This design comes from an exercise in tuning for small area, a short achievable clock period and few clock cycles per item on the open sky130 flow, not from production work.
RTL that was checked went through simulation tests only; none was proved equivalent to the original.
The clock port is modelled as an ideal driver; clocking choices that lean on that would not hold on a real chip.
Power and IR drop assume default switching activity.

==> module jpc_idecode, before the edit <==
module jpc_idecode(
    input  wire        clk,
    input  wire        rst,
    input  wire [31:0] instr_I,
    input  wire        instr_valid_I,
    input  wire        decode_ready_I,
    output wire        instr_ready_O,
    output wire [6:0]  opcode_O,
    output wire [2:0]  funct3_O,
    output wire [4:0]  rd_O,
    output wire [31:0] imm32_O,
    output wire [4:0]  rs1_O,
    output wire [4:0]  rs2_O,
    output wire [6:0]  funct7_O,
    output wire        ecall_O,
    output wire        ebreak_O,
    output wire        fence_O,
    output wire        fence_i_O,
    output wire        error_O,
    output reg         decode_valid_O
);
    assign instr_ready_O = decode_ready_I;
    always @(posedge clk or posedge rst) begin
        if (rst)
            decode_valid_O <= 1'b0;
        else
            decode_valid_O <= instr_valid_I & decode_ready_I;
    end
    wire [31:0] i  = instr_I;
    wire [6:0]  op = i[6:0];
    wire        s  = i[31];
    wire op_opimm = (op == 7'b0010011);
    wire op_load  = (op == 7'b0000011);
    wire op_jalr  = (op == 7'b1100111);
    wire op_store = (op == 7'b0100011);
    wire op_br    = (op == 7'b1100011);
    wire op_jal   = (op == 7'b1101111);
    wire op_lui   = (op == 7'b0110111);
    wire op_auipc = (op == 7'b0010111);
    wire op_op    = (op == 7'b0110011);
    wire op_sys   = (op == 7'b1110011);
    wire op_fence = (op == 7'b0001111);
    wire fmt_i = op_opimm | op_load | op_jalr;
    wire fmt_u = op_lui | op_auipc;
    wire upper_zero = (i[31:21] == 11'd0);
    wire d_imm0  = (fmt_i & i[20]) | (op_store & i[7]) | (fmt_u & i[12]);
    wire d_imm11 = ((fmt_i | op_store) & s) | (op_br & i[7]) | (op_jal & i[20]) | (fmt_u & i[23]);
    wire d_hi    = (fmt_i | op_store | op_br | op_jal) & s;
    wire d_mid   = (fmt_i | op_store | op_br) & s;
    wire d_ij    = fmt_i | op_jal;
    wire d_sb    = op_store | op_br;
    wire d_isbj  = fmt_i | op_store | op_br | op_jal;
    wire d_sysz  = op_sys & upper_zero;
    wire d_fen   = op_fence & (i[14:13] == 2'b00);
    wire d_err   = ~(fmt_i | op_store | op_br | op_jal | fmt_u | op_op | op_sys | op_fence)
                 | (op_jalr & (i[14:12] != 3'b000))
                 | (op_sys & ~upper_zero)
                 | (op_fence & (i[14:13] != 2'b00));
    reg [31:0] ir;
    reg        imm0_r, imm11_r, hi_r, mid_r, ij_r, sb_r, isbj_r, j_r, u_r;
    reg        sysz_r, fen_r, err_r;
    always @(posedge clk) begin
        ir      <= instr_I;
        imm0_r  <= d_imm0;
        imm11_r <= d_imm11;
        hi_r    <= d_hi;
        mid_r   <= d_mid;
        ij_r    <= d_ij;
        sb_r    <= d_sb;
        isbj_r  <= d_isbj;
        j_r     <= op_jal;
        u_r     <= fmt_u;
        sysz_r  <= d_sysz;
        fen_r   <= d_fen;
        err_r   <= d_err;
    end
    assign opcode_O = ir[6:0];
    assign rd_O     = ir[11:7];
    assign funct3_O = ir[14:12];
    assign rs1_O    = ir[19:15];
    assign rs2_O    = ir[24:20];
    assign funct7_O = ir[31:25];
    assign imm32_O[0]     = imm0_r;
    assign imm32_O[4:1]   = ({4{ij_r}} & ir[24:21]) | ({4{sb_r}} & ir[11:8]) | ({4{u_r}} & ir[16:13]);
    assign imm32_O[10:5]  = ({6{isbj_r}} & ir[30:25]) | ({6{u_r}} & ir[22:17]);
    assign imm32_O[11]    = imm11_r;
    assign imm32_O[19:12] = {8{mid_r}} | ({8{j_r}} & ir[19:12]) | ({8{u_r}} & ir[31:24]);
    assign imm32_O[31:20] = {12{hi_r}};
    assign ecall_O   = sysz_r & ~ir[20];
    assign ebreak_O  = sysz_r &  ir[20];
    assign fence_O   = fen_r  & ~ir[12];
    assign fence_i_O = fen_r  &  ir[12];
    assign error_O   = err_r;
endmodule
==> flow/config.mk <==
export PLATFORM = sky130hd
export DESIGN_NAME = jpc_idecode
export DESIGN_NICKNAME = jpc_idecode
export VERILOG_FILES = /design/flow/design.v
export SDC_FILE = /design/flow/constraint.sdc
export NUM_CORES = 4
export LEC_CHECK = 0
export CAP_MARGIN = 20
export CORE_MARGIN = 2
export CORE_UTILIZATION = 40
export SETUP_SLACK_MARGIN = 2.65
export SLEW_MARGIN = 20
==> flow/constraint.sdc <==
create_clock -name core_clock -period 5.0 [get_ports {clk}]
set_input_delay 1.0000 -clock core_clock [delete_from_list [all_inputs] [get_ports {clk}]]
set_output_delay 1.0000 -clock core_clock [all_outputs]
set_load 0.01 [all_outputs]
standard.sh (not shown) runs the stock make flow with config.mk's settings and CLKGATE_MAP_FILE= SYNTH_SCRIPT=/design/flow/synth_recipe.tcl, a recipe that flattens the netlist after the stock synthesis.
==> flow/flow/run.sh <==
#!/bin/bash
# The standard layout with three changes:
#  - synthesis maps the logic with an area-oriented ABC script (flow/synth.tcl is the standard flow's
#    standard synthesis script with only ABC's script replaced by flow/abc_area.script);
#  - the port buffers are the platform's smallest plain buffer (buf_1) instead of the
#    default pick, a delay cell;
#  - clock tree synthesis is replaced by flow/clock.tcl: a few clock buffers, each at the
#    centre of a group of nearby flip-flops, driven directly by the clock port.
# Each tool's full output goes to a log of its own in this folder.
set -euo pipefail
HERE=$(pwd)
export MY_ABC_SCRIPT=$HERE/flow/abc_area.script
SYN="SYNTH_SCRIPT=$HERE/flow/synth.tcl"
PORTS="BUFFER_PORTS_ARGS=-buffer_cell sky130_fd_sc_hd__buf_1"
bash standard.sh "$SYN" "$PORTS" place > flow_place.log 2>&1
MARGIN=$(sed -n "s/^export SETUP_SLACK_MARGIN *= *//p" config.mk)
SETUP_SLACK_MARGIN=${MARGIN:-0} RES_DIR=orfs/results/$FLOW_PLATFORM/jpc_idecode/base \
  CLOCK_GROUPS=3 CLOCK_BUF=sky130_fd_sc_hd__clkbuf_8 \
  openroad -no_init -exit flow/clock.tcl > flow_clock.log 2>&1
bash standard.sh "$SYN" "$PORTS" finish > flow_finish.log 2>&1
Other scripts of this flow, unchanged in this note and not shown: flow/flow/abc_area.script, flow/flow/clock.tcl, flow/flow/synth.tcl
Testbench counts at the start, summed over its fixed seeds: cycles 12,646, items 12,000.
Next try:
--- a/flow/design.v
+++ b/flow/design.v
@@ -45,9 +45,8 @@
     wire upper_zero = (i[31:21] == 11'd0);
     wire d_imm0  = (fmt_i & i[20]) | (op_store & i[7]) | (fmt_u & i[12]);
     wire d_imm11 = ((fmt_i | op_store) & s) | (op_br & i[7]) | (op_jal & i[20]) | (fmt_u & i[23]);
     wire d_hi    = (fmt_i | op_store | op_br | op_jal) & s;
-    wire d_mid   = (fmt_i | op_store | op_br) & s;
     wire d_ij    = fmt_i | op_jal;
     wire d_sb    = op_store | op_br;
     wire d_isbj  = fmt_i | op_store | op_br | op_jal;
     wire d_sysz  = op_sys & upper_zero;
@@ -56,16 +55,15 @@
                  | (op_jalr & (i[14:12] != 3'b000))
                  | (op_sys & ~upper_zero)
                  | (op_fence & (i[14:13] != 2'b00));
     reg [31:0] ir;
-    reg        imm0_r, imm11_r, hi_r, mid_r, ij_r, sb_r, isbj_r, j_r, u_r;
+    reg        imm0_r, imm11_r, hi_r, ij_r, sb_r, isbj_r, j_r, u_r;
     reg        sysz_r, fen_r, err_r;
     always @(posedge clk) begin
         ir      <= instr_I;
         imm0_r  <= d_imm0;
         imm11_r <= d_imm11;
         hi_r    <= d_hi;
-        mid_r   <= d_mid;
         ij_r    <= d_ij;
         sb_r    <= d_sb;
         isbj_r  <= d_isbj;
         j_r     <= op_jal;
@@ -83,9 +81,9 @@
     assign imm32_O[0]     = imm0_r;
     assign imm32_O[4:1]   = ({4{ij_r}} & ir[24:21]) | ({4{sb_r}} & ir[11:8]) | ({4{u_r}} & ir[16:13]);
     assign imm32_O[10:5]  = ({6{isbj_r}} & ir[30:25]) | ({6{u_r}} & ir[22:17]);
     assign imm32_O[11]    = imm11_r;
-    assign imm32_O[19:12] = {8{mid_r}} | ({8{j_r}} & ir[19:12]) | ({8{u_r}} & ir[31:24]);
+    assign imm32_O[19:12] = {8{hi_r & ~j_r}} | ({8{j_r}} & ir[19:12]) | ({8{u_r}} & ir[31:24]);
     assign imm32_O[31:20] = {12{hi_r}};
     assign ecall_O   = sysz_r & ~ir[20];
     assign ebreak_O  = sysz_r &  ir[20];
     assign fence_O   = fen_r  & ~ir[12];
What happened: Worst hold slack is better by 5.0 ps; global-route usage rose by 1.0 points; cell count does not change; final area fell by about 1%; sequential share of layout area fell by 0.52 points; maximum frequency fell by 2.5%; clock power is about the same; count of clock-buffer cells in the layout is unchanged; synthesized cell count does not change; setup slack is worse by 56 ps; wire length rose by 2.1%.
Only the layout flow was run in the second run of this note; the RTL was not checked for function there.

* * *

The RTL this note starts from:
==> flow/design.v <==
module jpc_idecode(
    input  wire        clk,
    input  wire        rst,
    input  wire [31:0] instr_I,
    input  wire        instr_valid_I,
    input  wire        decode_ready_I,
    output wire        instr_ready_O,
    output wire [6:0]  opcode_O,
    output wire [2:0]  funct3_O,
    output wire [4:0]  rd_O,
    output wire [31:0] imm32_O,
    output wire [4:0]  rs1_O,
    output wire [4:0]  rs2_O,
    output wire [6:0]  funct7_O,
    output wire        ecall_O,
    output wire        ebreak_O,
    output wire        fence_O,
    output wire        fence_i_O,
    output wire        error_O,
    output reg         decode_valid_O
);
    assign instr_ready_O = decode_ready_I;
    always @(posedge clk or posedge rst) begin
        if (rst)
            decode_valid_O <= 1'b0;
        else
            decode_valid_O <= instr_valid_I & decode_ready_I;
    end
    wire [31:0] i  = instr_I;
    wire [6:0]  op = i[6:0];
    wire        s  = i[31];
    wire op_opimm = (op == 7'b0010011);
    wire op_load  = (op == 7'b0000011);
    wire op_jalr  = (op == 7'b1100111);
    wire op_store = (op == 7'b0100011);
    wire op_br    = (op == 7'b1100011);
    wire op_jal   = (op == 7'b1101111);
    wire op_lui   = (op == 7'b0110111);
    wire op_auipc = (op == 7'b0010111);
    wire op_op    = (op == 7'b0110011);
    wire op_sys   = (op == 7'b1110011);
    wire op_fence = (op == 7'b0001111);
    wire fmt_i = op_opimm | op_load | op_jalr;
    wire fmt_u = op_lui | op_auipc;
    wire upper_zero = (i[31:21] == 11'd0);
    wire d_imm0  = (fmt_i & i[20]) | (op_store & i[7]) | (fmt_u & i[12]);
    wire d_imm11 = ((fmt_i | op_store) & s) | (op_br & i[7]) | (op_jal & i[20]) | (fmt_u & i[23]);
    wire d_hi    = (fmt_i | op_store | op_br | op_jal) & s;
    wire d_mid   = (fmt_i | op_store | op_br) & s;
    wire d_ij    = fmt_i | op_jal;
    wire d_sb    = op_store | op_br;
    wire d_isbj  = fmt_i | op_store | op_br | op_jal;
    wire d_sysz  = op_sys & upper_zero;
    wire d_fen   = op_fence & (i[14:13] == 2'b00);
    wire d_err   = ~(fmt_i | op_store | op_br | op_jal | fmt_u | op_op | op_sys | op_fence)
                 | (op_jalr & (i[14:12] != 3'b000))
                 | (op_sys & ~upper_zero)
                 | (op_fence & (i[14:13] != 2'b00));
    reg [31:0] ir;
    reg        imm0_r, imm11_r, hi_r, mid_r, ij_r, sb_r, isbj_r, j_r, u_r;
    reg        sysz_r, fen_r, err_r;
    always @(posedge clk) begin
        ir      <= instr_I;
        imm0_r  <= d_imm0;
        imm11_r <= d_imm11;
        hi_r    <= d_hi;
        mid_r   <= d_mid;
        ij_r    <= d_ij;
        sb_r    <= d_sb;
        isbj_r  <= d_isbj;
        j_r     <= op_jal;
        u_r     <= fmt_u;
        sysz_r  <= d_sysz;
        fen_r   <= d_fen;
        err_r   <= d_err;
    end
    assign opcode_O = ir[6:0];
    assign rd_O     = ir[11:7];
    assign funct3_O = ir[14:12];
    assign rs1_O    = ir[19:15];
    assign rs2_O    = ir[24:20];
    assign funct7_O = ir[31:25];
    assign imm32_O[0]     = imm0_r;
    assign imm32_O[4:1]   = ({4{ij_r}} & ir[24:21]) | ({4{sb_r}} & ir[11:8]) | ({4{u_r}} & ir[16:13]);
    assign imm32_O[10:5]  = ({6{isbj_r}} & ir[30:25]) | ({6{u_r}} & ir[22:17]);
    assign imm32_O[11]    = imm11_r;
    assign imm32_O[19:12] = {8{mid_r}} | ({8{j_r}} & ir[19:12]) | ({8{u_r}} & ir[31:24]);
    assign imm32_O[31:20] = {12{hi_r}};
    assign ecall_O   = sysz_r & ~ir[20];
    assign ebreak_O  = sysz_r &  ir[20];
    assign fence_O   = fen_r  & ~ir[12];
    assign fence_i_O = fen_r  &  ir[12];
    assign error_O   = err_r;
endmodule
export LEC_CHECK = 0
export CAP_MARGIN = 20
export CORE_MARGIN = 2
export CORE_UTILIZATION = 40
export PLACE_DENSITY = 0.8
export SETUP_SLACK_MARGIN = 2.65
export SLEW_MARGIN = 20
create_clock -name core_clock -period 5.0 [get_ports {clk}]
Scripts as last shown in full above: flow/flow/run.sh
Other scripts of this flow, unchanged in this note and not shown: flow/flow/abc_area.script, flow/flow/clock.tcl, flow/flow/synth.tcl
Testbench counts at the start, summed over its fixed seeds: cycles 12,646, items 12,000.
Edit:
--- a/flow/design.v
+++ b/flow/design.v
@@ -45,11 +45,8 @@
     wire upper_zero = (i[31:21] == 11'd0);
     wire d_imm0  = (fmt_i & i[20]) | (op_store & i[7]) | (fmt_u & i[12]);
     wire d_imm11 = ((fmt_i | op_store) & s) | (op_br & i[7]) | (op_jal & i[20]) | (fmt_u & i[23]);
-    wire d_hi    = (fmt_i | op_store | op_br | op_jal) & s;
-    wire d_mid   = (fmt_i | op_store | op_br) & s;
     wire d_ij    = fmt_i | op_jal;
     wire d_sb    = op_store | op_br;
-    wire d_isbj  = fmt_i | op_store | op_br | op_jal;
     wire d_sysz  = op_sys & upper_zero;
     wire d_fen   = op_fence & (i[14:13] == 2'b00);
     wire d_err   = ~(fmt_i | op_store | op_br | op_jal | fmt_u | op_op | op_sys | op_fence)
@@ -57,17 +54,14 @@
                  | (op_sys & ~upper_zero)
                  | (op_fence & (i[14:13] != 2'b00));
     reg [31:0] ir;
-    reg        imm0_r, imm11_r, hi_r, mid_r, ij_r, sb_r, isbj_r, j_r, u_r;
+    reg        imm0_r, imm11_r, ij_r, sb_r, j_r, u_r;
     reg        sysz_r, fen_r, err_r;
     always @(posedge clk) begin
         ir      <= instr_I;
         imm0_r  <= d_imm0;
         imm11_r <= d_imm11;
-        hi_r    <= d_hi;
-        mid_r   <= d_mid;
         ij_r    <= d_ij;
         sb_r    <= d_sb;
-        isbj_r  <= d_isbj;
         j_r     <= op_jal;
         u_r     <= fmt_u;
         sysz_r  <= d_sysz;
@@ -80,12 +74,13 @@
     assign rs1_O    = ir[19:15];
     assign rs2_O    = ir[24:20];
     assign funct7_O = ir[31:25];
+    wire   isbj_r = ij_r | sb_r;
     assign imm32_O[0]     = imm0_r;
     assign imm32_O[4:1]   = ({4{ij_r}} & ir[24:21]) | ({4{sb_r}} & ir[11:8]) | ({4{u_r}} & ir[16:13]);
     assign imm32_O[10:5]  = ({6{isbj_r}} & ir[30:25]) | ({6{u_r}} & ir[22:17]);
     assign imm32_O[11]    = imm11_r;
-    assign imm32_O[19:12] = {8{mid_r}} | ({8{j_r}} & ir[19:12]) | ({8{u_r}} & ir[31:24]);
-    assign imm32_O[31:20] = {12{hi_r}};
+    assign imm32_O[19:12] = {8{isbj_r & ~j_r & ir[31]}} | ({8{j_r}} & ir[19:12]) | ({8{u_r}} & ir[31:24]);
+    assign imm32_O[31:20] = {12{isbj_r & ir[31]}};
     assign ecall_O   = sysz_r & ~ir[20];
     assign ebreak_O  = sysz_r &  ir[20];
     assign fence_O   = fen_r  & ~ir[12];
=> Worst setup slack is worse by 0.034 ns. Combinational power went up by 4.8%. Final cell count went up by 3.4%. Via count went up by 1.8%. Power went down by 4.6%. Count of clock-buffer cells in the layout does not change. Critical path depth went up by 3. Wire length went down by 1.2%. Sequential cell count went down by 3. Utilization went up by 0.62 points. Hold slack is better by 0.022 ns.
Function not checked in the second run of this note: the RTL went through the layout flow alone.

-- re-timing with driven ports --
Ports are ideal in the flow. The routed layouts listed here were re-timed in OpenROAD. Step 1 sets driving cells, clkbuf_16 on the clock port and buf_2 on the other inputs (assumed; they add their load-dependent delay and slew). Step 2 also shifts input and output timing later by t, the mid clock arrival at the registers, as if the neighbouring blocks saw the same clock. a / b / c = no drivers / after step 1 / after step 2; a / b = the first two.
run | t (ns) | setup WS [ns] | clock arrival spread, ns | worst slew at a driven data input, ns
the first run of note 1 | 0.189 | 2.775 / 2.747 / 2.717 | 0.006 / 0.006 | 0.04
the second run of note 1 | 0.185 | 2.719 / 2.679 / 2.603 | 0.003 / 0.003 | 0.04
the first run of note 2 | 0.193 | 2.774 / 2.752 / 2.660 | 0.017 / 0.016 | 0.04
the second run of note 2 | 0.190 | 2.740 / 2.697 / 2.600 | 0.016 / 0.016 | 0.04
After both steps every run listed still meets setup and hold. For the second run of note 2, which loses most, drivers alone change the setup slack by -0.043 ns; drivers and shift together by -0.140 ns.
